What follows belongs to an exercise in optimizing a design on an open flow for small area, a short achievable clock period and few clock cycles per item; a production flow would make more cautious choices. In this exercise RTL edits were held to simulation tests only and were not proved equivalent to the original. Power and IR drop assume default switching activity.

`config.mk`:
```
export PLATFORM = sky130hd
export DESIGN_NAME = onp_calc
export DESIGN_NICKNAME = onp_calc
export VERILOG_FILES = /design/flow/design.v
export SDC_FILE = /design/flow/constraint.sdc
export NUM_CORES = 4
export LEC_CHECK = 0
export ABC_AREA = 1
export CAP_MARGIN = 20
export CORE_MARGIN = 2
export CORE_UTILIZATION = 40
export SLEW_MARGIN = 20
```
`constraint.sdc`:
```
create_clock -name core_clock -period 9.0 [get_ports {clk}]
set_input_delay 1.8000 -clock core_clock [delete_from_list [all_inputs] [get_ports {clk}]]
set_output_delay 1.8000 -clock core_clock [all_outputs]
set_load 0.01 [all_outputs]
```
`design.v`:
```
module onp_calc(
    input clk,
    input rst,
    input [3:0] in_data,
    input wr_data,
    output [31:0] result,
    output result_ready
    );
    reg  [23:0] P;
    reg         ps;
    reg  [20:0] S;
    reg  [16:0] M;
    reg         ms;
    reg         szero;    
    reg         mone;     
    reg         pmul;     
    reg         rdy;
    reg         init;
    reg t_dig, t_pm, t_sub, t_mul, t_eq, t_lp, t_rp;
    reg x2, x4, x8, xs, y1, y2, yn;
    wire clr = rdy | init;
    wire tv  = t_dig | t_pm | t_mul | t_eq | t_lp | t_rp;
    reg [3:0] fst [0:5];
    wire inh = ~pmul;
    wire [3:0] ftop = fst[0];
    wire f_szero = ftop[3], f_inh = ftop[2], f_mone = ftop[1], f_ms = ftop[0];
    integer i;
    always @(posedge clk)
        if (t_lp) begin
            fst[0] <= {szero, inh, mone, ms};
            for (i = 1; i < 6; i = i + 1) fst[i] <= fst[i-1];
        end else if (t_rp) begin
            for (i = 0; i < 5; i = i + 1) fst[i] <= fst[i+1];
        end
    reg ps_nx;
    always @* begin
        ps_nx = ps;
        if (clr | t_rp | t_eq) ps_nx = 1'b0;
        else if (t_pm) ps_nx = ms ^ t_sub;
    end
    wire [3:0] d = in_data;
    wire w_dig = wr_data & ~(d[3] & (d[2] | d[1]));
    wire w_as  = wr_data & (d == 4'hA || d == 4'hB || d == 4'hD || d == 4'hF);
    always @(posedge clk or posedge rst)
        if (rst) begin
            t_dig <= 1'b0; t_pm <= 1'b0; t_mul <= 1'b0; t_eq <= 1'b0;
            t_lp <= 1'b0; t_rp <= 1'b0;
            x2 <= 1'b0; x4 <= 1'b0; x8 <= 1'b0; xs <= 1'b0;
            y1 <= 1'b0; y2 <= 1'b0; yn <= 1'b0;
        end else begin
            t_dig <= w_dig;
            t_pm  <= wr_data & (d == 4'hA || d == 4'hB);
            t_mul <= wr_data & (d == 4'hC);
            t_eq  <= wr_data & (d == 4'hD);
            t_lp  <= wr_data & (d == 4'hE);
            t_rp  <= wr_data & (d == 4'hF);
            x2 <= w_dig & (d == 4'd2 || d == 4'd3);
            x4 <= w_dig & (d == 4'd4 || d == 4'd5 || d == 4'd6);
            x8 <= w_dig & (d == 4'd7 || d == 4'd8 || d == 4'd9);
            xs <= w_as;
            y1 <= (w_dig & (d == 4'd1 || d == 4'd3 || d == 4'd5 || d == 4'd9)) | (w_as & ~ps_nx);
            y2 <= w_dig & (d == 4'd6);
            yn <= (w_dig & (d == 4'd7)) | (w_as & ps_nx);
        end
    always @(posedge clk)
        t_sub <= d[0];
    wire [23:0] X = ({24{x2}} & {P[22:0], 1'b0})
                  | ({24{x4}} & {P[21:0], 2'b0})
                  | ({24{x8}} & {P[20:0], 3'b0})
                  | ({24{xs}} & {{3{S[20]}}, S});
    wire [23:0] Y = ({24{y1}} & P)
                  | ({24{y2}} & {P[22:0], 1'b0})
                  | ({24{yn}} & ~P);
    wire [24:0] sum1 = {X, 1'b1} + {Y, yn};
    wire [23:0] sum = sum1[24:1];
    reg [16:0] v0;
    reg [10:0] v1;
    reg [4:0]  v2;
    reg [1:0]  vc;
    wire push_s = t_lp & ~szero;
    wire push_m = t_lp & ~inh & ~mone;
    wire pop_m  = t_rp & ~f_inh & ~f_mone;
    wire pop_s  = t_rp & ~f_szero;
    wire [1:0] m_at = vc + {1'b0, push_s};
    always @(posedge clk) begin
        if (push_s && vc == 2'd0) v0 <= S[16:0];
        if (push_m && m_at == 2'd0) v0 <= M;
        if (push_s && vc == 2'd1) v1 <= S[10:0];
        if (push_m && m_at == 2'd1) v1 <= M[10:0];
        if (push_s && vc == 2'd2) v2 <= S[4:0];
        if (push_m && m_at == 2'd2) v2 <= M[4:0];
    end
    function [16:0] rd;
        input [1:0] k;
        case (k)
            2'd0: rd = v0;
            2'd1: rd = {{6{v1[10]}}, v1};
            default: rd = {{12{v2[4]}}, v2};
        endcase
    endfunction
    wire [16:0] top1 = rd(vc - 2'd1);
    wire [16:0] top2 = rd(vc - 2'd2);
    wire [16:0] pop_mv = top1;
    wire [16:0] pop_sv = pop_m ? top2 : top1;
    always @(posedge clk or posedge rst)
        if (rst) vc <= 2'd0;
        else if (clr) vc <= 2'd0;
        else if (t_lp) vc <= vc + {1'b0, push_s} + {1'b0, push_m};
        else if (t_rp) vc <= vc - {1'b0, pop_s} - {1'b0, pop_m};
    always @(posedge clk or posedge rst)
        if (rst) begin
            rdy <= 1'b0;
            init <= 1'b1;
            szero <= 1'b1;
            mone <= 1'b1;
            pmul <= 1'b0;
        end else begin
            init <= 1'b0;
            rdy <= t_eq;
            if (clr) begin
                szero <= 1'b1;
                mone <= 1'b1;
                pmul <= 1'b0;
            end else if (tv) begin
                pmul <= t_mul;
                if (t_pm) szero <= 1'b0;
                if (t_lp) begin
                    szero <= 1'b1;
                    if (~inh) mone <= 1'b0;
                end
                if (t_rp) begin
                    szero <= f_szero;
                    if (~f_inh) mone <= f_mone;
                end
            end
        end
    always @(posedge clk) begin
        ps <= ps_nx;
        if (clr) begin
            P <= 24'd1;
            S <= 21'd0;
            M <= 17'd1;
            ms <= 1'b0;
        end else begin
            if (t_dig | t_rp | t_eq) P <= sum;
            if (t_pm) begin
                S <= sum[20:0];
                P <= {{7{M[16]}}, M};
            end
            if (t_lp) begin
                S <= 21'd0;
                if (~inh) M <= P[16:0];
                ms <= ps;
            end
            if (t_rp) begin
                S <= f_szero ? 21'd0 : {{4{pop_sv[16]}}, pop_sv};
                ms <= f_ms;
                if (~f_inh) M <= f_mone ? 17'd1 : pop_mv;
            end
        end
    end
    assign result = {{8{P[23]}}, P};
    assign result_ready = rdy;
endmodule
```
`run.sh`:
```
#!/bin/bash
# synth_recipe.tcl (not shown) runs the flow's synth.tcl, then flattens the netlist and writes it again
# the make line also repeats each setting of config.mk as NAME=value (left out here)
make -C /OpenROAD-flow-scripts/flow DESIGN_CONFIG=/design/flow/config.mk WORK_HOME=/design/flow/orfs CLKGATE_MAP_FILE= SYNTH_SCRIPT=/design/flow/synth_recipe.tcl finish
```
==> metrics.md, run 1 <==
| Metric | Value |
|---|---|
| Status | `complete, no violations` |
| Core ar. | `roughly 24000 um^2` |
| XOR/XNOR share of the synthesized area | `less than 1%` |
| Nets | `approximately 1500` |
| Post_cts resized | `0` |
| Post-synth design cell area | `~9600 um^2` |
| Final clock skew | `about 0.017 ns` |
| Wire per inst | `16.8 um` |
| DP Cell Count | `roughly 1700` |
| Compound-Gate Fraction of Synth Area | `a little under a fifth` |
| Detailed Route WL | `~30000 um` |
| Critical path type | `reg2reg` |
| Hold Path Depth | `0` |
| Lkg Pwr | `around 4.5 nW` |
| First-pass DRT Iterations | `7` |
| Internal | `around 1.2 mW` |
| Largest net degree at the start of global routing | `between 50 and 60` |
| Seq/Total Area, Yosys | `36.7%` |
| Crit-path max FO | `27` |
| Placed inst area | `a little over 10000 um^2` |
| Synthesis-stage register bit count | `roughly 140` |
| Slew headroom | `approximately 34%` |
| Area Overhead vs Synth | `11.0%` |
| Combinational power share | `between 10% and 20%` |
| Clock Tree Buf Depth | `2` |
| Vias | `just over 9000` |
| Synth async-reset ratio | `14.1%` |
| Final ANT Viol Nets | `0` |
| Crit path DAT | `between 3 and 4 ns` |
| Ant. Diodes | `0` |
| Tmin final | `between 3 and 4 ns` |
| Synth warnings | `2` |
| R2R setup slack | `5.49 ns` |
| Synth Instances | `about 1400` |
| Number of global-route vias before repair | `~8600` |
| Fill cell total of the finished layout | `about 2500` |
| Distinct cells, synth | `51` |
| Sink Count | `about 140` |
| Synth area leader | `nand2_1` |
| CTS tree | `built` |
| Synth Area in Adders | `roughly 4.6%` |
| WHS | `about 0.4 ns` |
| Post-synth EDFFs | `57` |
| Simple-gate area share of the yosys netlist | `about 28%` |
| Synth area leaders | `nand2_1 18%, edfxtp_1 18%, dfxtp_1 14%` |
| Ys flop type | `dfxtp_1` |
| Clock transition at path regs | `roughly 0.06 ns` |
| CP required | `around 9.3 ns` |
| Mux contribution to synthesized area | `0.222%` |
| Max Clock Freq | `between 200 and 300 MHz` |
| CTS Root Buffer Type | `clkbuf_16` |
| Drt via density | `around 5.3` |
| Most common cell in the netlist | `nand2_1` |
| IO Port Bufs | `39` |
| Post-CTS Repair Setup Buffers | `0` |
| Sequential power share | `around 45%` |
| Hold Crit Endpoint | `rdy` |
| Post-synth top cells | `468 x nand2_1, 170 x inv_1, 130 x o21ai_0` |
| Final hold vios | `0` |
| Post-detail-place hpwl | `between 20000 and 25000 um` |
| Initial Util | `between 40% and 50%` |
| Setup TNS | `0 ns` |
| Main combinational cell family by area after synthesis | `simple AND/OR/NAND/NOR gates` |
| GP Congestion | `approximately 0.93` |
| CP startpoint kind | `flop` |
| Number of max-cap violations | `0` |
| Syn Nets | `roughly 1500` |
| CP Capture Type | `flop` |
| Final Power | `~1.6 mW` |
| FF-to-FF Start | `t_lp` |
| Num CTS Buffers | `17` |
| Clock latency (worst-skew pair) | `around 0.44 ns` |
| Post-route insts no fill | `~1700` |
| Die Wd | `between 150 and 200 um` |
| FF-to-FF path depth | `7` |
| Switch Pwr | `435 uW` |
| Post-CTS Hold Buffers | `0` |
| Maximum vdd drop | `roughly 0.13 mV` |
| IO Pins | `40` |
| H-tree lvl count | `4` |
| Die area | `25200 um^2` |
| DRC Markers | `0` |
| Area share of the largest cell type after synthesis | `18.3%` |
| Site Rows | `56` |
| Final instance area | `roughly 11000 um^2` |
| GRT Residual Overflow | `0` |
| Clock share of power | `44.5%` |
| Worst Tran Pin Value | `around 1 ns` |
| Die H | `roughly 160 um` |
| Tot GR Track Use | `between 20% and 30%` |
| Sw Ratio | `27.1%` |
| Final setup viols | `0` |
| Layout cell share with drive strength beyond 1 | `~4.4%` |
| Number of antenna violations at the first check in global routing | `0` |
| Pwr Density | `151 nW/um^2` |
| Average size of a mapped cell | `6.74 um^2` |
| Slew Limit Fails | `0` |
| Iteration-0 DRC Markers | `764` |
| Reg2Reg Capture Point | `S[15]` |
| Fraction of the cycle the final worst path needs | `39.0%` |
| Worst min-delay path class | `reg2reg` |
| First-pass GRT wire length | `46700 um` |
| Hold path startpoint | `t_eq` |
| RSZ-0062 raised after global routing | `no` |
cell type report:
class	count	area (um^2)	share of cell area (%)
Sequential cell	142	3520	33.0
Clock inverter	12	135	1.27
Timing Repair Buffer	43	420	3.95
Multi-Input combinational cell	1030	5060	47.5
Clock buffer	20	447	4.19
Tap cell	319	399	3.75
Inverter	178	673	6.32
logic make-up (layout without fill, tap and decap cells):
group | after synthesis | in the layout
AND/OR/NAND/NOR | 661 | 661
AO/OA/AOI/OAI | 322 | 322
buffers and inverters | 251 | 253
flip-flops | 142 | 142
adder cells (fa/ha/maj) | 34 | 34
XOR/XNOR | 10 | 10
multiplexers | 2 | 2
other | 1 | 1
how the worst max path moves through the flow:
stage,depth (start not counted),endpoint,from
6_report,7,S[15],t_lp
5_1_grt,6,v0[16],t_lp
4_1_cts,6,v0[8],t_lp
3_5_place_dp,6,v0[16],t_lp
3_3_place_gp,6,v0[13],t_lp
2_1_floorplan,5,y1,in_data[3]
per-layer routing:
metal | GRT usage, % | vias up | part of all wire (%) | routed length, um
met1 | 32.4 | 4249 | 48 | 14100
met2 | 37.0 | 285 | 45 | 13300
met5 | 0 | - | 0 | 0
met3 | 3.21 | 39 | 4.9 | 1440
met4 | 6.78 | 0 | 1.8 | 538
li1 | - | 4655 | - | -
per-stage QoR:
stage               worst slack, ns  utilization [%]
floorplan                      6.43                -
global placement               5.51             42.8
detailed placement             5.49             42.8
CTS                            5.45             45.2
global route                   5.03             45.2
finish                         5.49             45.2
critical path: stages (launching register included):
cell and delay (ns):
dfrtp_1 0.37, buf_4 0.23, nor2_4 0.58, inv_1 0.59, nor2_1 0.81, inv_2 0.43, o21ai_0 0.28, a21oi_1 0.06
flip-flops by register name (all words and copies together) (netlist names), 2 cells and up:
signal	flops
fst	24
S	21
v2	5
v0	17
v1	11
M	17
vc	2
P	24
placed cells by master (no fill, tap or decap), types with 3 or more instances in the layout:
cell type | Yosys | routed
clkinvlp_4 | 0 | 3
o211ai_1 | 25 | 25
a211oi_1 | 3 | 3
buf_4 | 11 | 4
clkbuf_16 | 0 | 17
a221o_1 | 9 | 9
nor3_1 | 7 | 7
clkinv_2 | 0 | 3
nand3_1 | 87 | 87
o22ai_1 | 27 | 27
dfrtp_1 | 17 | 17
nand2_2 | 5 | 5
ha_1 | 32 | 32
inv_2 | 6 | 6
nand2_1 | 468 | 468
clkdlybuf4s50_1 | 0 | 39
xnor2_1 | 3 | 3
xor2_1 | 7 | 7
o21ai_1 | 4 | 4
a31oi_1 | 6 | 6
nor2_1 | 68 | 68
nand4_1 | 7 | 7
a21oi_1 | 109 | 109
inv_1 | 170 | 170
dfstp_2 | 3 | 3
nor2_2 | 5 | 4
o21ai_0 | 130 | 130
dfxtp_1 | 65 | 65
edfxtp_1 | 57 | 57
nor2_4 | 3 | 4
power groups by stage:
stage               logic (mW)  registers (mW)  clock network [mW]
floorplan                0.112           0.724                   0
global placement         0.164           0.735                   0
detailed placement       0.166           0.735                   0
CTS                      0.167           0.722               0.722
global route             0.188           0.725               0.748
finish                   0.169           0.723               0.715
Testbench counts, summed over its fixed seeds: cycles 30,450, exprs 2,400.
==> run 2: changes to the inputs <==
--- a/config.mk
+++ b/config.mk
@@ -6,7 +6,6 @@
 export NUM_CORES = 4
 export LEC_CHECK = 0
-export ABC_AREA = 1
 export CAP_MARGIN = 20
 export CORE_MARGIN = 2
 export CORE_UTILIZATION = 40
-export SLEW_MARGIN = 20
+export SLEW_MARGIN = 70
==> metrics.md, run 2 <==
| Metric | Value |
|---|---|
| Tot GR Track Use | `22.6% (-0.43 points)` |
| Post-CTS Repair Setup Buffers | `0 (unchanged)` |
| Metal2 WL | `12400 um (-6.4%)` |
| Met1 wire length | `12300 um (-13%)` |
| Max Clock Freq | `290 MHz (+1.8%)` |
| Num CTS Buffers | `17 (unchanged)` |
| Combinational power share | `11.5% (+1.0 points)` |
| Critical path type | `reg2out` |
| DRC Markers | `0 (unchanged)` |
| Average size of a mapped cell | `8.89 um^2 (+32%)` |
| CTS tree | `built` |
| Tmin final | `3.45 ns (-0.0604 ns)` |
| Clock transition at path regs | `0.07 ns (about the same)` |
| Internal | `1.16 mW (-0.80%)` |
| CTS Root Buffer Type | `clkbuf_16` |
| Switch Pwr | `460 uW (+5.7%)` |
| Critical path, cell by cell | `clkdlybuf4s50_1` |
| Clock latency (worst-skew pair) | `0.43 ns (about the same)` |
| Largest net degree at the start of global routing | `40 (-27%)` |
| Buf/Inv on CP | `1 (-2)` |
| Post-synth top cells | `107 x nand2_1, 105 x a21oi_1, 85 x a22oi_1` |
| Layout cell share with drive strength beyond 1 | `16.0% (+12 points)` |
| Post-detail-place hpwl | `18100 um (-14%)` |
| Sw Ratio | `28.4% (+1.3 points)` |
| IO Pins | `40 (unchanged)` |
| Distinct cells, synth | `70 (+37%)` |
| Post-synth EDFFs | `57 (unchanged)` |
| Pwr Density | `158 nW/um^2 (+5.1%)` |
| Slew Limit Fails | `0 (unchanged)` |
| Number of antenna violations at the first check in global routing | `0 (unchanged)` |
| Area share of the largest cell type after synthesis | `19.1% (+0.77 points)` |
| Crit-path max FO | `9 (-67%)` |
| CP Capture Type | `output port` |
| Synth area leaders | `edfxtp_1 19%, dfxtp_1 15%, a22oi_1 7.1%` |
| Sink Count | `142 (unchanged)` |
| Die Wd | `154 um (-3.2%)` |
| CP startpoint kind | `flop` |
| Post-layout util | `46.8% (+1.5 points)` |
| CP max stage cell | `clkdlybuf4s50_1` |
| Number of max-cap violations | `0 (unchanged)` |
| Clock Tree Buf Depth | `2 (unchanged)` |
| Final ANT Viol Nets | `0 (unchanged)` |
| Lkg Pwr | `3.81 nW (-16%)` |
| Most common cell in the netlist | `nand2_1` |
| Setup TNS | `0 ns (unchanged)` |
| Vias | `7947 (-14%)` |
| Post-CTS Hold Buffers | `0 (unchanged)` |
| Synth warnings | `2 (unchanged)` |
| Wire per inst | `21.0 um (+25%)` |
| Ys flop type | `dfxtp_1` |
| Final setup viols | `0 (unchanged)` |
| Detailed Route WL | `27000 um (-8.0%)` |
| Synth area leader | `edfxtp_1` |
| Number of global-route vias before repair | `7448 (-14%)` |
| Syn Nets | `1050 (-28%)` |
| Iteration-0 DRC Markers | `671 (-12%)` |
| Die H | `154 um (-3.2%)` |
| Sequential power share | `45.3% (+0.3 points)` |
| Seq/Total Area, Yosys | `39.2% (+2.5 points)` |
| Initial Util | `41.0% (+0.23 points)` |
| Most frequent cells in the layout | `103 x a21oi_1, 103 x nand2_1, 85 x a22oi_1` |
| Fraction of the cycle the final worst path needs | `38.4% (-0.67 points)` |
| Post-synth design cell area | `8970 um^2 (-6.5%)` |
| Worst min-delay path class | `reg2reg` |
| Synth async-reset ratio | `14.1% (unchanged)` |
| First-pass GRT wire length | `42300 um (-9.2%)` |
| GRT Residual Overflow | `0 (unchanged)` |
| Clock share of power | `43.2% (-1.3 points)` |
| Ant. Diodes | `0 (unchanged)` |
| Top Family by Delay on Critical Path | `buffers and inverters` |
| Drt via density | `6.17 (+17%)` |
| Area Overhead vs Synth | `14.1%` |
| Die area | `23600 um^2 (-6.3%)` |
| Core ar. | `21900 um^2 (-7.0%)` |
| Synthesis-stage register bit count | `142 (unchanged)` |
| Site Rows | `54 (-3.6%)` |
| Crit path DAT | `1.65 ns (-2.17 ns)` |
| Metal3 WL | `1780 um (+24%)` |
| RSZ-0062 raised after global routing | `no` |
| IO Port Bufs | `39 (unchanged)` |
| First-pass DRT Iterations | `6 (-1)` |
| GP Congestion | `0.882 (-5.1%)` |
| Post_cts resized | `0 (unchanged)` |
| CP max stage delay | `0.63 ns (-0.18 ns)` |
| Nets | `1035 (-29%)` |
| Top routing layer in use | `met4` |
| CP required | `7.20 ns (-2.10 ns)` |
| Synth Instances | `1009 (-29%)` |
| Largest regs | `P x24, fst x24, S x21` |
| H-tree lvl count | `4 (unchanged)` |
| Final clock skew | `0.00927 ns (-0.00743 ns)` |
| Maximum vdd drop | `0.0982 mV (-22%)` |
| Final hold vios | `0 (unchanged)` |
| Status | `complete, no violations` |
## run 2: path summary, 6_finish.rpt
check	cells after the start	slack [ns]	endpoint	start
min in group asynchronous	2	1.67	x4	rst
hold reg to reg	0	0.45	fst[5][3]	fst[4][3]
setup / recovery	1	5.55	result[11]	P[11]
hold / removal	0	0.45	fst[5][3]	fst[4][3]
setup reg to reg	11	5.76	S[16]	x2
max in group asynchronous	2	7.05	mone	rst
## run 2: cells by family (layout without fill, tap and decap cells)
logic type | count (synthesis) | after routing | share of synthesized area [%]
other | 1 | 1 | 0.0418
xor gates and xnor gates | 24 | 24 | 2.34
DFF | 142 | 142 | 39.2
muxes | 66 | 66 | 8.10
adders and majority gates | 34 | 34 | 4.91
AOI/OAI and AO/OA | 369 | 369 | 26.8
buffers and inverters | 109 | 107 | 5.38
and+or+nand+nor | 264 | 264 | 13.2
## run 2: power groups by stage
stage | Sequential [mW] | Combinational (mW) | Clock, mW
final | 0.734 | 0.186 | 0.701
after CTS | 0.733 | 0.185 | 0.709
after detailed placement | 0.747 | 0.184 | 0
after global routing | 0.738 | 0.203 | 0.733
after floorplan | 0.724 | 0.131 | 0
after global placement | 0.746 | 0.179 | 0
## run 2: stage by stage
stage / cell area [um^2] / instances / hold slack, ns / power (mW) / setup slack, ns
after global placement: 9410 / 1250 / 0.427 / 0.925 / 5.45
final: 10200 / 1287 / 0.447 / 1.62 / 5.55
after detailed placement: 9580 / 1254 / 0.433 / 0.931 / 5.82
after floorplan: 8970 / 1009 / 0.405 / 0.855 / 6.21
after global routing: 10200 / 1287 / 0.460 / 1.67 / 5.52
after CTS: 10200 / 1286 / 0.449 / 1.63 / 5.56
## run 2: layout make-up
cell class              instances  area (um^2)
clock buffers                  17          425
clock inverters                15          153
fillers                      2135        11700
inverters                      17         68.8
multi-input cells             758         5130
flip-flops and latches        142         3540
well taps                     280          350
repair buffers                 58          572
## run 2: layer usage
| metal | global-route usage [%] | up-vias |
|---|---|---|
| met2 | 35.3 | 323 |
| met3 | 3.92 | 35 |
| met5 | 0 | - |
| met1 | 32.2 | 3846 |
| li1 | - | 3743 |
| met4 | 6.77 | 0 |
## run 2: worst register-to-register path, delay by kind of cell, from the launching register on
kind / cells / cell delay [ns]
buffers and inverters: 2 / 0.30
and+or+nand+nor: 3 / 0.50
adders and majority gates: 1 / 0.35
DFF: 1 / 0.36
AOI/OAI and AO/OA: 5 / 1.64
==> run 3: changes to the inputs <==
--- a/config.mk
+++ b/config.mk
@@ -9,3 +9,4 @@
 export CORE_MARGIN = 2
 export CORE_UTILIZATION = 40
-export SLEW_MARGIN = 70
+export SETUP_SLACK_MARGIN = 5
+export SLEW_MARGIN = 50
==> metrics.md, run 3 <==
| Metric | Value |
|---|---|
| GRT Residual Overflow | `0 (unchanged)` |
| Post-CTS Repair Setup Buffers | `0 (unchanged)` |
| Pwr Density | `159 nW/um^2 (about the same)` |
| Number of global-route vias before repair | `7347 (-1.4%)` |
| Top Family by Delay on Critical Path | `buffers and inverters` |
| Tmin final | `3.45 ns (+0.00247 ns)` |
| Worst Tran Pin Value | `0.654 ns` |
| Fill cell total of the finished layout | `2165 (+1.4%)` |
| First-pass GRT wire length | `41500 um (-2.0%)` |
| Clock transition at path regs | `0.06 ns (about the same)` |
| DRC Markers | `0 (unchanged)` |
| Iteration-0 DRC Markers | `720 (+7.3%)` |
| Distinct cells, synth | `70 (unchanged)` |
| Clock Tree Buf Depth | `2 (unchanged)` |
| Buf/Inv on CP | `1 (unchanged)` |
| CTS tree | `built` |
| Seq/Total Area, Yosys | `39.2% (unchanged)` |
| Site Rows | `54 (unchanged)` |
| Final hold vios | `0 (unchanged)` |
| Sink Count | `142 (unchanged)` |
| Ys flop type | `dfxtp_1` |
| Detailed Route WL | `26700 um (-0.97%)` |
| Maximum vdd drop | `0.109 mV (+11%)` |
| Largest regs | `P x24, fst x24, S x21` |
| Tot GR Track Use | `22.2% (-0.38 points)` |
| H-tree lvl count | `4 (unchanged)` |
| Fraction of the cycle the final worst path needs | `38.4% (about the same)` |
| Slew headroom | `a little under three fifths` |
| CP Capture Type | `output port` |
| Critical path type | `reg2out` |
| Vias | `7953 (+0.076%)` |
| Met2 usage | `34.3% (-0.95 points)` |
| Die H | `154 um (unchanged)` |
| Post-synth design cell area | `8970 um^2 (unchanged)` |
| Most common cell in the netlist | `nand2_1` |
| Critical path, cell by cell | `clkdlybuf4s50_1` |
| CP max stage delay | `0.62 ns (about the same)` |
| Crit-path max FO | `9 (unchanged)` |
| Clock latency (worst-skew pair) | `0.44 ns (about the same)` |
| Synth Instances | `1009 (unchanged)` |
| Final setup viols | `0 (unchanged)` |
| Die area | `23600 um^2 (unchanged)` |
| Nets | `1030 (-0.48%)` |
| Wire per inst | `20.8 um (-0.59%)` |
| Ant. Diodes | `0 (unchanged)` |
| GP Congestion | `0.882 (unchanged)` |
| Post-synth EDFFs | `57 (unchanged)` |
| Crit path DAT | `1.65 ns (about the same)` |
| Post-detail-place hpwl | `17800 um (-1.4%)` |
| GRT Max-Usage Layer | `met2` |
| CP max stage cell | `clkdlybuf4s50_1` |
| Status | `complete, no violations` |
| IO Pins | `40 (unchanged)` |
| Drt via density | `6.20 (+0.47%)` |
| Met1 usage | `31.4% (-0.73 points)` |
| Commonest non-fill, non-tap cell in the layout | `a21oi_1` |
| RSZ-0062 raised after global routing | `no` |
| Worst min-delay path class | `reg2reg` |
| Setup TNS | `0 ns (unchanged)` |
| IO Port Bufs | `39 (unchanged)` |
| Synthesis-stage register bit count | `142 (unchanged)` |
| Syn Nets | `1050 (unchanged)` |
| Most frequent cells in the layout | `105 x a21oi_1, 104 x nand2_1, 85 x a22oi_1` |
| Largest net degree at the start of global routing | `40 (unchanged)` |
| CTS Root Buffer Type | `clkbuf_16` |
| Routing usage on met3 | `3.97% (+0.056 points)` |
| First-pass DRT Iterations | `8 (+2)` |
| Core ar. | `21900 um^2 (unchanged)` |
| Final ANT Viol Nets | `0 (unchanged)` |
| Final Power | `1.59 mW (-2.2%)` |
| Final clock skew | `0.0152 ns (+0.00590 ns)` |
| Post-CTS Hold Buffers | `0 (unchanged)` |
| Num CTS Buffers | `17 (unchanged)` |
| Layout cell share with drive strength beyond 1 | `13.4% (-2.6 points)` |
| Post-synth top cells | `107 x nand2_1, 105 x a21oi_1, 85 x a22oi_1` |
| Slew Limit Fails | `0 (unchanged)` |
| Lkg Pwr | `3.75 nW (-1.8%)` |
| Number of max-cap violations | `0 (unchanged)` |
| Initial Util | `41.0% (unchanged)` |
| Die Wd | `154 um (unchanged)` |
| Synth area leader | `edfxtp_1` |
| CP required | `7.20 ns (about the same)` |
| Synth async-reset ratio | `14.1% (unchanged)` |
| Average size of a mapped cell | `8.89 um^2 (unchanged)` |
| Area share of the largest cell type after synthesis | `19.1% (unchanged)` |
| Area Overhead vs Synth | `11.5%` |
| Number of antenna violations at the first check in global routing | `0 (unchanged)` |
| Synth warnings | `2 (unchanged)` |
| Post_cts resized | `0 (unchanged)` |
| Synth area leaders | `edfxtp_1 19%, dfxtp_1 15%, a22oi_1 7.1%` |
| CP startpoint kind | `flop` |
| Max Clock Freq | `290 MHz (about the same)` |
## run 3: area by class of cell
cell class	count	area [um^2]	share of cell area, %
inverter	17	63.8	0.638
tap	280	350	3.50
timing repair buffer	53	495	4.95
multi-input combinational	758	5020	50.1
sequential	142	3520	35.2
clock inverter	15	130	1.30
clock buffer	17	425	4.25
## run 3: layer usage
| layer | part of all wire (%) | up-vias | wire, um |
|---|---|---|---|
| met2 | 46 | 373 | 12200 |
| li1 | - | 3727 | - |
| met1 | 44 | 3810 | 11900 |
| met3 | 7.4 | 43 | 1990 |
| met4 | 2.3 | 0 | 624 |
| met5 | 0 | - | 0 |
## run 3: kinds of logic after synthesis
logic type | Yosys count | share of synthesized area [%]
adders and majority gates | 34 | 4.91
DFF | 142 | 39.2
other | 1 | 0.0418
buffers and inverters | 109 | 5.38
muxes | 66 | 8.10
xor gates and xnor gates | 24 | 2.34
and+or+nand+nor | 264 | 13.2
AOI/OAI and AO/OA | 369 | 26.8
## run 3: through the flow
step           util (%)  cells  instance area [um^2]  hold WS [ns]  worst slack (ns)
2_1_floorplan         -   1009                  8970         0.405              6.21
3_3_place_gp       43.0   1250                  9410         0.427              5.45
3_5_place_dp       43.1   1250                  9430         0.427              5.68
4_1_cts            45.6   1282                  9990         0.448              5.54
5_1_grt            45.7   1282                 10000         0.456              5.50
6_report           45.7   1282                 10000         0.443              5.55
## run 3: final timing paths
kind / startpoint / to / slack (ns) / cells after the start
max: P[15] / result[15] / 5.55 / 1
min: t_eq / rdy / 0.44 / 0
max reg2reg: vc[1] / S[17] / 5.75 / 9
min reg2reg: t_eq / rdy / 0.44 / 0
max in group asynchronous: rst / xs / 6.95 / 2
min in group asynchronous: rst / y1 / 1.69 / 2
## run 3: where the power goes
group	internal, mW	switching [mW]
logic	0.0783	0.103
clock network	0.361	0.310
registers	0.690	0.0441
total	1.13	0.457
==> run 4: changes to the inputs <==
--- a/config.mk
+++ b/config.mk
@@ -9,4 +9,3 @@
 export CORE_MARGIN = 2
 export CORE_UTILIZATION = 40
-export SETUP_SLACK_MARGIN = 5
-export SLEW_MARGIN = 50
+export SLEW_MARGIN = 20
==> metrics.md, run 4 <==
| Metric | Value |
|---|---|
| IO Pins | `40 (unchanged)` |
| Pwr Density | `160 nW/um^2 (+0.70%)` |
| Detailed Route WL | `26900 um (+0.53%)` |
| Clock latency (worst-skew pair) | `0.44 ns (about the same)` |
| Post-CTS Repair Setup Buffers | `0 (unchanged)` |
| Synth warnings | `2 (unchanged)` |
| CTS tree | `built` |
| First-pass GRT wire length | `42000 um (+1.2%)` |
| Worst Tran Pin Value | `1.07 ns (+0.420 ns)` |
| Wire per inst | `21.0 um (+0.53%)` |
| Switch Pwr | `461 uW (+0.94%)` |
| Max Clock Freq | `269 MHz (-7.0%)` |
| CP startpoint kind | `flop` |
| Commonest non-fill, non-tap cell in the layout | `nand2_1` |
| IO Port Bufs | `39 (unchanged)` |
| Most common cell in the netlist | `nand2_1` |
| Internal | `1.13 mW (about the same)` |
| Ant. Diodes | `0 (unchanged)` |
| RSZ-0062 raised after global routing | `no` |
| Slew headroom | `28.1% (-28 points)` |
| Final setup viols | `0 (unchanged)` |
| Sink Count | `142 (unchanged)` |
| Critical path type | `reg2reg` |
| Status | `complete, no violations` |
| Die Wd | `154 um (unchanged)` |
| Fraction of the cycle the final worst path needs | `41.3% (+2.9 points)` |
| Clock share of power | `42.4% (about the same)` |
| Synth area leaders | `edfxtp_1 19%, dfxtp_1 15%, a22oi_1 7.1%` |
| H-tree lvl count | `4 (unchanged)` |
| CP required | `9.06 ns (+1.86 ns)` |
| Largest regs | `P x24, fst x24, S x21` |
| Post-detail-place hpwl | `17800 um (+0.12%)` |
| CP most frequent cell | `nand2_1` |
| Top Family by Delay on Critical Path | `simple AND/OR/NAND/NOR gates` |
| Post-synth top cells | `107 x nand2_1, 105 x a21oi_1, 85 x a22oi_1` |
| Clock Tree Buf Depth | `2 (unchanged)` |
| Drt via density | `6.22 (+0.21%)` |
| Synth area leader | `edfxtp_1` |
| Sw Ratio | `29.0% (+0.20 points)` |
| First-pass DRT Iterations | `8 (unchanged)` |
| GRT Residual Overflow | `0 (unchanged)` |
| Slew Limit Fails | `0 (unchanged)` |
| Area Overhead vs Synth | `11.0%` |
| Post-layout util | `45.5% (-0.21 points)` |
| CP max stage cell | `nand2_1` |
| Maximum vdd drop | `0.0993 mV (-9.3%)` |
| Crit path DAT | `3.77 ns (+2.12 ns)` |
| Area share of the largest cell type after synthesis | `19.1% (unchanged)` |
| Die H | `154 um (unchanged)` |
| Hold Crit Endpoint | `fst[5][0]` |
| Core ar. | `21900 um^2 (unchanged)` |
| Seq/Total Area, Yosys | `39.2% (unchanged)` |
| Largest net degree at the start of global routing | `40 (unchanged)` |
| Number of max-cap violations | `0 (unchanged)` |
| Final ANT Viol Nets | `0 (unchanged)` |
| Nets | `1030 (unchanged)` |
| Hold path startpoint | `fst[4][0]` |
| Reg2Reg Capture Point | `v0[1]` |
| Post-synth design cell area | `8970 um^2 (unchanged)` |
| Synthesis-stage register bit count | `142 (unchanged)` |
| Synth Instances | `1009 (unchanged)` |
| DRC Markers | `0 (unchanged)` |
| Setup TNS | `0 ns (unchanged)` |
| Clock transition at path regs | `0.07 ns (about the same)` |
| Tmin final | `3.71 ns (+0.260 ns)` |
| CP max stage delay | `0.88 ns (+0.26 ns)` |
| FF-to-FF Start | `t_lp` |
| Number of global-route vias before repair | `7419 (+0.98%)` |
| Num CTS Buffers | `17 (unchanged)` |
| Final clock skew | `0.0105 ns (-0.00464 ns)` |
| FF-to-FF path depth | `5 (-4)` |
| Die area | `23600 um^2 (unchanged)` |
| Pre-CTS setup slack | `5.39 ns (-0.290 ns)` |
| Initial Util | `41.0% (unchanged)` |
| Worst min-delay path class | `reg2reg` |
| Vias | `7970 (+0.21%)` |
| CP Capture Type | `flop` |
| Critical path, cell by cell | `buf_4 -> nand2_1 -> nor3_1 -> nand2_1 -> nand2_1` |
| Syn Nets | `1050 (unchanged)` |
| Post-synth EDFFs | `57 (unchanged)` |
| Lkg Pwr | `3.75 nW (about the same)` |
| Fill cell total of the finished layout | `2131 (-1.6%)` |
| GP Congestion | `0.882 (unchanged)` |
| Number of antenna violations at the first check in global routing | `0 (unchanged)` |
| Layout cell share with drive strength beyond 1 | `11.9% (-1.5 points)` |
| Site Rows | `54 (unchanged)` |
| Final WS setup | `5.29 ns (-0.260 ns)` |
| Ys flop type | `dfxtp_1` |
| Synth async-reset ratio | `14.1% (unchanged)` |
| Most frequent cells in the layout | `107 x nand2_1, 105 x a21oi_1, 85 x a22oi_1` |
| Final hold vios | `0 (unchanged)` |
| Iteration-0 DRC Markers | `853 (+18%)` |
| Crit-path max FO | `33 (+24)` |
| Combinational power share | `11.4% (about the same)` |
| Buf/Inv on CP | `1 (unchanged)` |
| Hold Path Depth | `0 (unchanged)` |
| Sequential power share | `46.1% (-0.2 points)` |
| Post-CTS Hold Buffers | `0 (unchanged)` |
| Tot GR Track Use | `22.4% (+0.18 points)` |
| Distinct cells, synth | `70 (unchanged)` |
| R2R setup slack | `5.29 ns (-0.46 ns)` |
| Post_cts resized | `0 (unchanged)` |
| CTS Root Buffer Type | `clkbuf_16` |
| Average size of a mapped cell | `8.89 um^2 (unchanged)` |
-- run 4: cell counts after synthesis --
Identical to the previous run, type by type.
-- run 4: layout make-up --
cell class / instances / area, um^2 / area share [%]
well taps: 280 / 350 / 3.52
clock inverters: 15 / 126 / 1.27
multi-input cells: 758 / 4980 / 50.0
repair buffers: 53 / 495 / 4.97
flip-flops and latches: 142 / 3520 / 35.3
inverters: 17 / 63.8 / 0.641
clock buffers: 17 / 425 / 4.27
-- run 4: power groups by stage --
stage                     clock network [mW]  logic, mW  registers, mW
after floorplan                            0      0.131          0.724
after global placement                     0      0.179          0.746
after detailed placement                   0      0.180          0.746
after CTS                              0.679      0.181          0.732
after global routing                   0.705      0.198          0.737
final                                  0.675      0.181          0.733
-- run 4: how the worst max path moves through the flow --
| stage | start | to | slack, ns | cells after the start |
|---|---|---|---|---|
| global placement | t_lp | v0[7] | 5.45 | 5 |
| detailed placement | t_lp | v0[7] | 5.39 | 5 |
| global route | t_lp | v0[1] | 5.00 | 5 |
| floorplan | y1 | S[13] | 6.21 | 12 |
| finish | t_lp | v0[1] | 5.29 | 5 |
| CTS | t_lp | v0[9] | 5.36 | 5 |
-- run 4: cell families after synthesis --
| group | after synthesis | synth area share [%] |
|---|---|---|
| compound gates | 369 | 26.8 |
| flops | 142 | 39.2 |
| xor+xnor | 24 | 2.34 |
| fa+ha+maj | 34 | 4.91 |
| simple gates | 264 | 13.2 |
| mux | 66 | 8.10 |
| other cells | 1 | 0.0418 |
| buf+inv | 109 | 5.38 |
-- run 4: layer usage --
layer  vias to the layer above  GRT usage, %  wire length, um
li1                       3722             -                -
met1                      3831          32.2            12200
met2                       374          35.0            12200
met3                        43          3.47             1910
met4                         0          6.51              541
met5                         -             0                0
-- run 4: stage by stage --
step	area, um^2	hold slack, ns	instances	total power, mW
after floorplan	8970	0.405	1009	0.855
after global placement	9410	0.427	1250	0.925
after detailed placement	9410	0.427	1250	0.926
after CTS	9960	0.449	1282	1.59
after global routing	9960	0.457	1282	1.64
final	9960	0.446	1282	1.59
==> run 5: changes to the inputs <==
==> flow/run.sh (new file) <==
#!/bin/bash
set -euo pipefail
bash standard.sh synth > synth.log 2>&1
bash standard.sh SETUP_SLACK_MARGIN=6.0 "BUFFER_PORTS_ARGS=-buffer_cell sky130_fd_sc_hd__buf_2" finish > layout.log 2>&1
==> standard.sh (new file) <==
#!/bin/bash
# synth_recipe.tcl (not shown) runs the flow's synth.tcl, then flattens the netlist and writes it again
# the make line also repeats each setting of config.mk as NAME=value (left out here)
make -C /OpenROAD-flow-scripts/flow DESIGN_CONFIG=/design/flow/config.mk WORK_HOME=/design/flow/orfs CLKGATE_MAP_FILE= SYNTH_SCRIPT=/design/flow/synth_recipe.tcl "${@:-finish}"
removed: run.sh
==> metrics.md, run 5 <==
| Metric | Value |
|---|---|
| First-pass DRT Iterations | `6 (-2)` |
| FF-to-FF Start | `y1` |
| Final ANT Viol Nets | `0 (unchanged)` |
| CP max stage delay | `0.51 ns (-0.37 ns)` |
| Seq/Total Area, Yosys | `39.2% (unchanged)` |
| Final setup viols | `0 (unchanged)` |
| CP Capture Type | `flop` |
| Average size of a mapped cell | `8.89 um^2 (unchanged)` |
| Crit path DAT | `3.37 ns (-0.40 ns)` |
| Commonest non-fill, non-tap cell in the layout | `nand2_1` |
| Sink Count | `142 (unchanged)` |
| Die area | `23600 um^2 (unchanged)` |
| Maximum vdd drop | `0.107 mV (+8.2%)` |
| Synthesis-stage register bit count | `142 (unchanged)` |
| CP required | `9.30 ns (+0.24 ns)` |
| Most frequent cells in the layout | `102 x nand2_1, 95 x a21oi_1, 83 x a22oi_1` |
| Placed inst area | `9230 um^2 (-1.9%)` |
| Iteration-0 DRC Markers | `934 (+9.5%)` |
| Nets | `1072 (+4.1%)` |
| Final instance area | `10700 um^2 (+7.4%)` |
| Number of max-cap violations | `0 (unchanged)` |
| Post-detail-place hpwl | `17800 um (-0.25%)` |
| Hold Path Depth | `0 (unchanged)` |
| Setup TNS | `0 ns (unchanged)` |
| Synth warnings | `2 (unchanged)` |
| Detailed Route WL | `29200 um (+8.9%)` |
| Post-synth EDFFs | `57 (unchanged)` |
| Worst min-delay path class | `reg2reg` |
| Vias | `8326 (+4.5%)` |
| Fraction of the cycle the final worst path needs | `34.1% (-7.2 points)` |
| Clock latency (worst-skew pair) | `0.45 ns (about the same)` |
| Synth area leaders | `edfxtp_1 19%, dfxtp_1 15%, a22oi_1 7.1%` |
| Slew headroom | `41.7% (+14 points)` |
| Fill cell total of the finished layout | `2064 (-3.1%)` |
| H-tree lvl count | `4 (unchanged)` |
| Post-CTS Hold Buffers | `0 (unchanged)` |
| Number of antenna violations at the first check in global routing | `0 (unchanged)` |
| Status | `complete, no violations` |
| Critical path, cell by cell | `buf_6 -> a22oi_1 -> o21ai_1 -> ha_4 -> and2_4 -> a221o_2 -> o211ai_4 -> o31ai_4 -> a41oi_2 -> xor2_1 -> a31oi_1` |
| Synth async-reset ratio | `14.1% (unchanged)` |
| Buf/Inv on CP | `1 (unchanged)` |
| Ys flop type | `dfxtp_1` |
| Drt via density | `6.29 (+1.2%)` |
| Area share of the largest cell type after synthesis | `19.1% (unchanged)` |
| First-pass GRT wire length | `43500 um (+3.6%)` |
| Largest regs | `P x24, fst x24, S x21` |
| Area Overhead vs Synth | `19.3%` |
| Final clock skew | `0.0201 ns (+0.00958 ns)` |
| Slew Limit Fails | `0 (unchanged)` |
| Ant. Diodes | `0 (unchanged)` |
| Post-synth design cell area | `8970 um^2 (unchanged)` |
| Hold path startpoint | `t_eq` |
| Tmin final | `3.07 ns (-0.648 ns)` |
| Synth area leader | `edfxtp_1` |
| Crit-path max FO | `12 (-64%)` |
| Pwr Density | `156 nW/um^2 (-2.5%)` |
| Max Clock Freq | `326 MHz (+21%)` |
| Post-layout util | `48.9% (+3.4 points)` |
| Worst Tran Pin Value | `0.875 ns (-0.199 ns)` |
| Clock Tree Buf Depth | `2 (unchanged)` |
| IO Port Bufs | `39 (unchanged)` |
| Clock transition at path regs | `0.08 ns (about the same)` |
| Instance count on the critical path | `11 (+6)` |
| Lkg Pwr | `4.11 nW (+9.8%)` |
| Number of global-route vias before repair | `7633 (+2.9%)` |
| Largest net degree at the start of global routing | `36 (-10%)` |
| CTS Root Buffer Type | `clkbuf_16` |
| CP startpoint | `y1` |
| Critical path type | `reg2reg` |
| Top Family by Delay on Critical Path | `compound AO/OA/AOI/OAI gates` |
| Wire per inst | `22.1 um (+5.4%)` |
| Tot GR Track Use | `23.4% (+1.0 points)` |
| Post-synth top cells | `107 x nand2_1, 105 x a21oi_1, 85 x a22oi_1` |
| Final hold vios | `0 (unchanged)` |
| GP Congestion | `0.883 (+0.15%)` |
| CP max stage cell | `dfrtp_4` |
| CP startpoint kind | `flop` |
| Core ar. | `21900 um^2 (unchanged)` |
| Num CTS Buffers | `17 (unchanged)` |
| IO Pins | `40 (unchanged)` |
| CTS tree | `built` |
| Most common cell in the netlist | `nand2_1` |
| Initial Util | `41.0% (unchanged)` |
| GRT Residual Overflow | `0 (unchanged)` |
| Die Wd | `154 um (unchanged)` |
| Distinct cells, synth | `70 (unchanged)` |
| Synth Instances | `1009 (unchanged)` |
| DRC Markers | `0 (unchanged)` |
| Site Rows | `54 (unchanged)` |
| FF-to-FF path depth | `11 (+6)` |
| RSZ-0062 raised after global routing | `yes` |
| Syn Nets | `1050 (unchanged)` |
| Die H | `154 um (unchanged)` |
| Layout cell share with drive strength beyond 1 | `27.5% (+16 points)` |
## run 5: metal layers
layer  up-vias  global-route usage, %  part of all wire (%)
li1       3817                      -                     -
met1      4013                   33.3                    43
met2       444                   36.8                    46
met3        52                   3.89                   9.4
met4         0                   7.03                   2.0
met5         -                      0                     0
## run 5: kinds of logic (layout without fill, tap and decap cells)
family | count (synthesis) | in the layout | synth area share (%)
simple gates | 264 | 264 | 13.2
flops | 142 | 142 | 39.2
xor+xnor | 24 | 24 | 2.34
other cells | 1 | 1 | 0.0418
compound gates | 369 | 369 | 26.8
buf+inv | 109 | 144 | 5.38
fa+ha+maj | 34 | 34 | 4.91
mux | 66 | 66 | 8.10
## run 5: worst reg2reg max path, delay by kind of cell (launching register included)
| kind | cells | cell delay [ns] |
|---|---|---|
| simple gates | 1 | 0.14 |
| buf+inv | 1 | 0.17 |
| fa+ha+maj | 1 | 0.27 |
| xor+xnor | 1 | 0.22 |
| compound gates | 7 | 1.60 |
| flops | 1 | 0.51 |
## run 5: path summary, 6_finish.rpt
path | to | slack (ns)
worst min-delay path | rdy | 0.45
worst max-delay path | P[16] | 5.93
worst min register to register | rdy | 0.45
worst max register to register | P[16] | 5.93
max in group asynchronous | xs | 6.92
min in group asynchronous | y1 | 1.49
## run 5: timing repair
| action | 4_1_cts | 5_1_grt |
|---|---|---|
| gates resized for setup | 46 | 82 |
| setup endpoints to repair | 99 | 51 |
| setup buffers | 11 | 25 |
| cloned | 1 | 3 |
| pin swaps | 9 | 37 |
## run 5: layout make-up
cell class / count / area (um^2) / area share (%)
multi-input combinational: 758 / 5400 / 50.5
sequential: 142 / 3550 / 33.2
tap: 280 / 350 / 3.27
inverter: 17 / 68.8 / 0.643
timing repair buffer: 94 / 711 / 6.64
timing repair inverter: 1 / 7.51 / 0.0702
clock buffer: 17 / 425 / 3.98
clock inverter: 15 / 184 / 1.72
## run 5: per-stage QoR
stage / power (mW) / hold WS, ns / std cells / worst slack, ns
floorplan: 0.855 / 0.405 / 1009 / 6.21
global placement: 0.911 / 0.424 / 1252 / 5.37
detailed placement: 0.912 / 0.432 / 1252 / 5.31
CTS: 1.64 / 0.448 / 1296 / 6.00
global route: 1.72 / 0.467 / 1324 / 5.88
finish: 1.67 / 0.450 / 1324 / 5.93
## run 5: power breakdown
part	switching, mW	leakage, nW	internal, mW
Sequential	0.0410	1.33	0.691
Clock	0.346	0.298	0.378
Combinational	0.121	2.48	0.0872
==> run 6: changes to the inputs <==
==> flow/run.sh (replaced) <==
#!/bin/bash
# Standard synthesis, then the standard layout with repair_timing aiming for
# 6 ns of setup slack (the clock and constraints are the design's own).
set -euo pipefail
bash standard.sh synth > synth.log 2>&1
bash standard.sh SETUP_SLACK_MARGIN=6.0 finish > layout.log 2>&1
==> metrics.md, run 6 <==
| Metric | Value |
|---|---|
| Status | `complete, no violations` |
| Syn Nets | `1050 (unchanged)` |
| Combinational power share | `13.1% (+0.6 points)` |
| WHS | `0.446 ns (-0.00423 ns)` |
| Synth Area in Adders | `4.91% (unchanged)` |
| Reg2Reg Capture Point | `P[20]` |
| Iteration-0 DRC Markers | `891 (-4.6%)` |
| Hold Crit Endpoint | `fst[5][0]` |
| CP Capture Type | `flop` |
| Simple-gate area share of the yosys netlist | `13.2% (unchanged)` |
| Main combinational cell family by area after synthesis | `compound AO/OA/AOI/OAI gates` |
| Lkg Pwr | `4.17 nW (+1.4%)` |
| Number of antenna violations at the first check in global routing | `0 (unchanged)` |
| Crit path DAT | `3.44 ns (+0.07 ns)` |
| Final ANT Viol Nets | `0 (unchanged)` |
| Synth Instances | `1009 (unchanged)` |
| Clock transition at path regs | `0.07 ns (about the same)` |
| Seq/Total Area, Yosys | `39.2% (unchanged)` |
| Most common cell in the netlist | `nand2_1` |
| Synthesis-stage register bit count | `142 (unchanged)` |
| Synth area leader | `edfxtp_1` |
| Clock latency (worst-skew pair) | `0.43 ns (-0.02 ns)` |
| Nets | `1079 (+0.65%)` |
| Post-layout util | `49.5% (+0.66 points)` |
| DRC Markers | `0 (unchanged)` |
| FF-to-FF Start | `xs` |
| Tmin final | `3.07 ns (+0.00486 ns)` |
| GP Congestion | `0.882 (-0.15%)` |
| Sequential power share | `45.2% (+1.2 points)` |
| GRT Residual Overflow | `0 (unchanged)` |
| First-pass GRT wire length | `44200 um (+1.4%)` |
| Fraction of the cycle the final worst path needs | `34.1% (+0.054 points)` |
| Critical path type | `reg2reg` |
| Most frequent cells in the layout | `101 x nand2_1, 97 x a21oi_1, 84 x a22oi_1` |
| Commonest non-fill, non-tap cell in the layout | `nand2_1` |
| Compound-Gate Fraction of Synth Area | `26.8% (unchanged)` |
| Ant. Diodes | `0 (unchanged)` |
| Synth area leaders | `edfxtp_1 19%, dfxtp_1 15%, a22oi_1 7.1%` |
| Site Rows | `54 (unchanged)` |
| Crit-path max FO | `6 (-6)` |
| Routing usage on met3 | `3.80% (-0.085 points)` |
| Pwr Density | `149 nW/um^2 (-4.1%)` |
| Die Wd | `154 um (unchanged)` |
| Final hold vios | `0 (unchanged)` |
| CTS Root Buffer Type | `clkbuf_16` |
| Hold Path Depth | `0 (unchanged)` |
| CTS tree | `built` |
| Switch Pwr | `475 uW (-6.5%)` |
| Synth warnings | `2 (unchanged)` |
| IO Pins | `40 (unchanged)` |
| Die H | `154 um (unchanged)` |
| CP startpoint kind | `flop` |
| Post-synth top cells | `107 x nand2_1, 105 x a21oi_1, 85 x a22oi_1` |
| Initial Util | `41.0% (unchanged)` |
| CP required | `9.37 ns (+0.07 ns)` |
| Detailed Route WL | `29500 um (+1.0%)` |
| H-tree lvl count | `4 (unchanged)` |
| Hold path startpoint | `fst[4][0]` |
| Largest net degree at the start of global routing | `40 (+11%)` |
| GRT Max-Usage Layer | `met2` |
| Core ar. | `21900 um^2 (unchanged)` |
| Ys flop type | `dfxtp_1` |
| Layout cell share with drive strength beyond 1 | `25.0% (-2.5 points)` |
| Vias | `8309 (-0.20%)` |
| Clock share of power | `41.7% (-1.8 points)` |
| Sink Count | `142 (unchanged)` |
| Slew headroom | `29.2% (-13 points)` |
| Final clock skew | `0.0123 ns (-0.00776 ns)` |
| Post-detail-place hpwl | `17800 um (+0.26%)` |
| Maximum vdd drop | `0.0980 mV (-8.8%)` |
| Distinct cells, synth | `70 (unchanged)` |
| Internal | `1.14 mW (-1.2%)` |
| FF-to-FF path depth | `12 (+1)` |
| Number of global-route vias before repair | `7703 (+0.92%)` |
| Post-synth design cell area | `8970 um^2 (unchanged)` |
| Die area | `23600 um^2 (unchanged)` |
| Number of max-cap violations | `0 (unchanged)` |
| Area Overhead vs Synth | `20.9%` |
| Wire per inst | `22.2 um (+0.47%)` |
| Fill cell total of the finished layout | `2088 (+1.2%)` |
| Max Clock Freq | `326 MHz (-0.16%)` |
| XOR/XNOR share of the synthesized area | `2.34% (unchanged)` |
| Sw Ratio | `29.4% (-1.2 points)` |
| Met2 usage | `37.4% (+0.61 points)` |
| Setup TNS | `0 ns (unchanged)` |
| Worst Tran Pin Value | `1.06 ns (+0.183 ns)` |
| Tot GR Track Use | `23.8% (+0.36 points)` |
| Slew Limit Fails | `0 (unchanged)` |
| Met1 usage | `34.0% (+0.72 points)` |
| Worst min-delay path class | `reg2reg` |
| Drt via density | `6.24 (-0.73%)` |
| Largest regs | `P x24, fst x24, S x21` |
| Mux contribution to synthesized area | `8.10% (unchanged)` |
| Post-synth EDFFs | `57 (unchanged)` |
| IO Port Bufs | `39 (unchanged)` |
| R2R setup slack | `5.93 ns (about the same)` |
| Average size of a mapped cell | `8.89 um^2 (unchanged)` |
| Synth async-reset ratio | `14.1% (unchanged)` |
| First-pass DRT Iterations | `6 (unchanged)` |
| Final setup viols | `0 (unchanged)` |
| Clock Tree Buf Depth | `2 (unchanged)` |
| Num CTS Buffers | `17 (unchanged)` |
| RSZ-0062 raised after global routing | `yes` |
| Area share of the largest cell type after synthesis | `19.1% (unchanged)` |
[run 6: kinds of logic after synthesis]
| family | Yosys count |
|---|---|
| AOI/OAI and AO/OA | 369 |
| xor gates and xnor gates | 24 |
| adders and majority gates | 34 |
| buffers and inverters | 109 |
| DFF | 142 |
| muxes | 66 |
| other | 1 |
| and+or+nand+nor | 264 |
[run 6: through the flow]
step | std cells | instance area, um^2 | worst slack, ns | total power [mW]
after floorplan | 1009 | 8970 | 6.21 | 0.855
after global placement | 1250 | 9410 | 5.45 | 0.925
after global routing | 1331 | 10800 | 5.84 | 1.67
after CTS | 1309 | 10400 | 5.96 | 1.60
after detailed placement | 1250 | 9410 | 5.39 | 0.926
final | 1331 | 10800 | 5.93 | 1.62
[run 6: worst max-delay path by stage]
stage | start | end | slack, ns | cells past startpoint
after floorplan | y1 | S[13] | 6.21 | 12
after CTS | xs | P[20] | 5.96 | 12
after global placement | t_lp | v0[7] | 5.45 | 5
after global routing | xs | P[20] | 5.84 | 12
after detailed placement | t_lp | v0[7] | 5.39 | 5
final | xs | P[20] | 5.93 | 12
[run 6: layer usage]
metal | up-vias | wire, um | share of wire [%]
met4 | 0 | 531 | 1.8
met3 | 52 | 2580 | 8.7
li1 | 3819 | - | -
met1 | 4044 | 12800 | 43
met5 | - | 0 | 0
met2 | 394 | 13600 | 46
[run 6: area by class of cell]
cell class              count  area, um^2  area share, %
repair buffers            101         908           8.38
multi-input cells         758        5340           49.2
repair inverters            1        7.51         0.0692
inverters                  17        68.8          0.635
flip-flops and latches    142        3620           33.4
well taps                 280         350           3.23
clock inverters            15         126           1.17
clock buffers              17         425           3.92
[run 6: power by group through the flow]
stage	logic (mW)	clock network, mW	registers [mW]
after floorplan	0.131	0	0.724
after global placement	0.179	0	0.746
after detailed placement	0.180	0	0.746
after CTS	0.192	0.678	0.730
after global routing	0.228	0.705	0.734
final	0.212	0.675	0.731
[run 6: repair_timing]
| action | 4_1_cts | 5_1_grt |
|---|---|---|
| hold buffers | 0 | 0 |
| setup buffers | 25 | 21 |
| gates resized for setup | 123 | 60 |
| setup endpoints to repair | 121 | 61 |
| cloned | 2 | 1 |
| pin swaps | 14 | 33 |
[run 6: worst max-delay path: stages (launching register included)]
cell      delay [ns]
dfrtp_4         0.50
buf_12          0.15
a222oi_1        0.26
inv_1           0.13
ha_4            0.26
and2_4          0.14
a221o_2         0.37
o211ai_4        0.24
buf_6           0.15
o31ai_4         0.10
a31oi_1         0.24
mux2_2          0.37
a21oi_2         0.11
==> run 7: changes to the inputs <==
--- a/design.v
+++ b/design.v
@@ -10,8 +10,8 @@
     reg         ps;
     reg  [20:0] S;
-    reg  [16:0] M;
+    reg  [13:0] M;
     reg         ms;
     reg         szero;    
-    reg         mone;     
+    reg   [1:0] nic;      
     reg         pmul;     
     reg         rdy;
@@ -21,12 +21,12 @@
     wire clr = rdy | init;
     wire tv  = t_dig | t_pm | t_mul | t_eq | t_lp | t_rp;
-    reg [3:0] fst [0:5];
+    reg [2:0] fst [0:5];
     wire inh = ~pmul;
-    wire [3:0] ftop = fst[0];
-    wire f_szero = ftop[3], f_inh = ftop[2], f_mone = ftop[1], f_ms = ftop[0];
+    wire [2:0] ftop = fst[0];
+    wire f_szero = ftop[2], f_inh = ftop[1], f_ms = ftop[0];
     integer i;
     always @(posedge clk)
         if (t_lp) begin
-            fst[0] <= {szero, inh, mone, ms};
+            fst[0] <= {szero, inh, ms};
             for (i = 1; i < 6; i = i + 1) fst[i] <= fst[i-1];
         end else if (t_rp) begin
@@ -74,38 +74,23 @@
     wire [24:0] sum1 = {X, 1'b1} + {Y, yn};
     wire [23:0] sum = sum1[24:1];
-    reg [16:0] v0;
-    reg [10:0] v1;
-    reg [4:0]  v2;
-    reg [1:0]  vc;
+    reg [16:0] s0;
+    reg [10:0] s1;
+    reg [4:0]  s2;
+    reg [1:0]  sc;
+    reg [7:0]  msave;
     wire push_s = t_lp & ~szero;
-    wire push_m = t_lp & ~inh & ~mone;
-    wire pop_m  = t_rp & ~f_inh & ~f_mone;
     wire pop_s  = t_rp & ~f_szero;
-    wire [1:0] m_at = vc + {1'b0, push_s};
     always @(posedge clk) begin
-        if (push_s && vc == 2'd0) v0 <= S[16:0];
-        if (push_m && m_at == 2'd0) v0 <= M;
-        if (push_s && vc == 2'd1) v1 <= S[10:0];
-        if (push_m && m_at == 2'd1) v1 <= M[10:0];
-        if (push_s && vc == 2'd2) v2 <= S[4:0];
-        if (push_m && m_at == 2'd2) v2 <= M[4:0];
+        if (push_s && sc == 2'd0) s0 <= S[16:0];
+        if (push_s && sc == 2'd1) s1 <= S[10:0];
+        if (push_s && sc == 2'd2) s2 <= S[4:0];
+        if (t_lp & ~inh) msave <= M[7:0];
     end
-    function [16:0] rd;
-        input [1:0] k;
-        case (k)
-            2'd0: rd = v0;
-            2'd1: rd = {{6{v1[10]}}, v1};
-            default: rd = {{12{v2[4]}}, v2};
-        endcase
-    endfunction
-    wire [16:0] top1 = rd(vc - 2'd1);
-    wire [16:0] top2 = rd(vc - 2'd2);
-    wire [16:0] pop_mv = top1;
-    wire [16:0] pop_sv = pop_m ? top2 : top1;
+    wire [16:0] pop_sv = sc == 2'd1 ? s0 : sc == 2'd2 ? {{6{s1[10]}}, s1} : {{12{s2[4]}}, s2};
     always @(posedge clk or posedge rst)
-        if (rst) vc <= 2'd0;
-        else if (clr) vc <= 2'd0;
-        else if (t_lp) vc <= vc + {1'b0, push_s} + {1'b0, push_m};
-        else if (t_rp) vc <= vc - {1'b0, pop_s} - {1'b0, pop_m};
+        if (rst) sc <= 2'd0;
+        else if (clr) sc <= 2'd0;
+        else if (push_s) sc <= sc + 2'd1;
+        else if (pop_s) sc <= sc - 2'd1;
     always @(posedge clk or posedge rst)
         if (rst) begin
@@ -113,5 +98,5 @@
             init <= 1'b1;
             szero <= 1'b1;
-            mone <= 1'b1;
+            nic <= 2'd0;
             pmul <= 1'b0;
         end else begin
@@ -120,5 +105,5 @@
             if (clr) begin
                 szero <= 1'b1;
-                mone <= 1'b1;
+                nic <= 2'd0;
                 pmul <= 1'b0;
             end else if (tv) begin
@@ -127,9 +112,9 @@
                 if (t_lp) begin
                     szero <= 1'b1;
-                    if (~inh) mone <= 1'b0;
+                    if (~inh) nic <= nic + 2'd1;
                 end
                 if (t_rp) begin
                     szero <= f_szero;
-                    if (~f_inh) mone <= f_mone;
+                    if (~f_inh) nic <= nic - 2'd1;
                 end
             end
@@ -140,5 +125,5 @@
             P <= 24'd1;
             S <= 21'd0;
-            M <= 17'd1;
+            M <= 14'd1;
             ms <= 1'b0;
         end else begin
@@ -146,9 +131,9 @@
             if (t_pm) begin
                 S <= sum[20:0];
-                P <= {{7{M[16]}}, M};
+                P <= {{10{M[13]}}, M};
             end
             if (t_lp) begin
                 S <= 21'd0;
-                if (~inh) M <= P[16:0];
+                if (~inh) M <= P[13:0];
                 ms <= ps;
             end
@@ -156,5 +141,5 @@
                 S <= f_szero ? 21'd0 : {{4{pop_sv[16]}}, pop_sv};
                 ms <= f_ms;
-                if (~f_inh) M <= f_mone ? 17'd1 : pop_mv;
+                if (~f_inh) M <= (nic == 2'd1) ? 14'd1 : {{6{msave[7]}}, msave};
             end
         end
==> flow/run.sh (replaced) <==
#!/bin/bash
set -euo pipefail
bash standard.sh synth > synth.log 2>&1
bash standard.sh SETUP_SLACK_MARGIN=6.5 finish > layout.log 2>&1
==> metrics.md, run 7 <==
| Metric | Value |
|---|---|
| Status | `complete, no violations` |
| Fraction of the cycle the final worst path needs | `32.4% (-1.7 points)` |
| Synth area leader | `edfxtp_1` |
| Tot GR Track Use | `24.7% (+0.89 points)` |
| Metal3 WL | `2230 um (-14%)` |
| Layout cell share with drive strength beyond 1 | `35.4% (+10 points)` |
| Final hold vios | `0 (unchanged)` |
| GRT Residual Overflow | `0 (unchanged)` |
| Reg2Reg Capture Point | `P[19]` |
| Slew Limit Fails | `0 (unchanged)` |
| CP max stage delay | `0.50 ns (about the same)` |
| Num CTS Buffers | `17 (unchanged)` |
| IO Pins | `40 (unchanged)` |
| CP startpoint | `xs` |
| Biggest register | `P` |
| Average size of a mapped cell | `9.14 um^2 (+2.8%)` |
| Post-synth EDFFs | `59 (+3.5%)` |
| DRC Markers | `0 (unchanged)` |
| Number of global-route vias before repair | `6844 (-11%)` |
| Post-synth design cell area | `7840 um^2 (-13%)` |
| R2R setup slack | `6.08 ns (+0.15 ns)` |
| Crit-path max FO | `5 (-1)` |
| First-pass DRT Iterations | `7 (+1)` |
| H-tree lvl count | `4 (unchanged)` |
| Synth async-reset ratio | `14.8% (+0.70 points)` |
| Vias | `7397 (-11%)` |
| Final setup viols | `0 (unchanged)` |
| Post-CTS Hold Buffers | `0 (unchanged)` |
| Metal2 WL | `11500 um (-15%)` |
| Most common cell in the netlist | `nand2_1` |
| Final ANT Viol Nets | `0 (unchanged)` |
| CTS Root Buffer Type | `clkbuf_16` |
| Max Clock Freq | `343 MHz (+5.2%)` |
| Detailed Route WL | `25800 um (-12%)` |
| Iteration-0 DRC Markers | `891 (unchanged)` |
| Clock Tree Buf Depth | `2 (unchanged)` |
| Final clock skew | `0.00850 ns (-0.00384 ns)` |
| Site Rows | `51 (-5.6%)` |
| Post-synth top cells | `103 x nand2_1, 92 x o21ai_0, 75 x a21oi_1` |
| CP required | `9.27 ns (-0.10 ns)` |
| Synth area leaders | `edfxtp_1 23%, dfxtp_1 16%, dfrtp_1 6.1%` |
| Drt via density | `6.03 (-3.4%)` |
| CP startpoint kind | `flop` |
| CP Capture Type | `flop` |
| Clock transition at path regs | `0.07 ns (about the same)` |
| Largest net degree at the start of global routing | `37 (-7.5%)` |
| Pwr Density | `158 nW/um^2 (+5.9%)` |
| Seq/Total Area, Yosys | `45.2% (+6.0 points)` |
| CP max stage cell | `dfrtp_4` |
| Post-route insts no fill | `1227 (-7.8%)` |
| Worst Tran Pin Value | `1.03 ns (-0.0229 ns)` |
| Distinct cells, synth | `68 (-2.9%)` |
| Nets | `984 (-8.8%)` |
| Critical path, cell by cell | `buf_12 -> buf_4 -> a22oi_1 -> nand2_1 -> ha_4 -> nand4_1 -> a2111oi_4 -> nor3_4 -> buf_12 -> a22oi_2 -> xnor2_1 -> a21oi_1` |
| Core ar. | `19300 um^2 (-12%)` |
| CTS tree | `built` |
| FF-to-FF Start | `xs` |
| Synth warnings | `2 (unchanged)` |
| Crit path DAT | `3.19 ns (-0.25 ns)` |
| Maximum vdd drop | `0.134 mV (+37%)` |
| Post-layout util | `55.5% (+6.0 points)` |
| Wire per inst | `21.1 um (-5.0%)` |
| Lkg Pwr | `3.98 nW (-4.5%)` |
| Sink Count | `142 (unchanged)` |
| Tmin final | `2.92 ns (-0.152 ns)` |
| Die Wd | `144 um (-6.4%)` |
| DP Cell Count | `1091 (-13%)` |
| Crit path capture | `P[19]` |
| Synth Instances | `857 (-15%)` |
| Setup TNS | `0 ns (unchanged)` |
| RSZ-0062 raised after global routing | `yes` |
| IO Port Bufs | `39 (unchanged)` |
| Area Overhead vs Synth | `37.0%` |
| Top routing layer in use | `met4` |
| Number of max-cap violations | `0 (unchanged)` |
| Commonest non-fill, non-tap cell in the layout | `nand2_1` |
| FF-to-FF path depth | `12 (unchanged)` |
| GP Congestion | `0.918 (+4.1%)` |
| Initial Util | `40.5% (-0.46 points)` |
| Worst min-delay path class | `reg2reg` |
| Post-detail-place hpwl | `14300 um (-20%)` |
| Most frequent cells in the layout | `97 x nand2_1, 88 x buf_4, 61 x o21ai_0` |
| Die H | `144 um (-6.4%)` |
| Die area | `20700 um^2 (-12%)` |
| Ant. Diodes | `0 (unchanged)` |
| Number of antenna violations at the first check in global routing | `0 (unchanged)` |
| Area share of the largest cell type after synthesis | `22.6% (+3.5 points)` |
| Syn Nets | `892 (-15%)` |
| Clock latency (worst-skew pair) | `0.43 ns (about the same)` |
| Placed inst area | `8300 um^2 (-12%)` |
| Synthesis-stage register bit count | `142 (unchanged)` |
| Final instance area | `10700 um^2 (-1.0%)` |
| Slew headroom | `30.8% (+1.6 points)` |
| Max FFs per register | `24` |
| Critical path type | `reg2reg` |
| Ys flop type | `dfxtp_1` |
| Largest regs | `P x24, S x21, fst x18` |
| Met1 wire length | `11000 um (-14%)` |
| CP most frequent cell | `buf_12` |
| First-pass GRT wire length | `38900 um (-12%)` |
[run 7: what timing repair did]
item,4_1_cts,5_1_grt
pin swaps,55,43
gates resized for setup,351,67
setup buffers,79,22
gates cloned,2,1
setup endpoints to repair,97,135
[run 7: routing by layer]
metal | global-route usage, % | vias to the layer above
met2 | 37.6 | 394
met1 | 34.2 | 3570
li1 | - | 3343
met4 | 9.96 | 0
met3 | 5.23 | 90
met5 | 0 | -
[run 7: stage by stage]
step	worst slack (ns)	hold slack [ns]	power (mW)
global route	5.99	0.457	1.75
finish	6.08	0.453	1.70
detailed placement	5.66	0.436	0.879
global placement	5.66	0.431	0.877
CTS	6.16	0.455	1.67
floorplan	6.47	0.422	0.823
[run 7: power by group]
part           internal (mW)  total, mW  switching [mW]
logic                  0.105      0.237           0.133
clock network          0.451      0.749           0.298
registers              0.688      0.710          0.0220
[run 7: area by class of cell]
type                            instances  area [um^2]
Clock inverter                         13          176
Sequential cell                       142         3660
Timing Repair inverter                  2         12.5
Fill cell                            1629         8600
Inverter                               18         78.8
Timing Repair Buffer                  148         1390
Multi-Input combinational cell        620         4650
Tap cell                              265          332
Clock buffer                           19          443
[run 7: worst min path at each step]
stage	startpoint	endpoint	slack, ns	cells past startpoint
2_1_floorplan	fst[4][0]	fst[5][0]	0.42	0
3_3_place_gp	fst[4][2]	fst[5][2]	0.43	0
3_5_place_dp	fst[4][2]	fst[5][2]	0.44	0
4_1_cts	fst[4][1]	fst[5][1]	0.46	0
5_1_grt	fst[4][1]	fst[5][1]	0.46	0
6_report	fst[4][1]	fst[5][1]	0.45	0
[run 7: logic make-up after synthesis]
group	count (synthesis)	share of synthesized area (%)
AO/OA/AOI/OAI	327	26.7
XOR/XNOR	24	2.68
adder cells (fa/ha/maj)	28	4.57
buffers and inverters	95	5.16
flip-flops	142	45.2
multiplexers	23	3.18
other	1	0.0479
AND/OR/NAND/NOR	217	12.5
[run 7: worst max-delay path, delay by kind of cell, from the launching register on]
family / cells / cell delay [ns]
AOI/OAI and AO/OA: 4 / 0.92
xor gates and xnor gates: 1 / 0.17
adders and majority gates: 1 / 0.31
buffers and inverters: 3 / 0.44
DFF: 1 / 0.50
and+or+nand+nor: 3 / 0.42
Testbench counts of run 7, summed over its fixed seeds: cycles 30,450, exprs 2,400.

Setup slack of run 7, layout unchanged: 6.081 ns with ideal ports, 6.081 ns with driving cells assumed (clock clkbuf_16, inputs buf_2), 6.081 ns with port delays also shifted by the 0.466 ns mid clock arrival.
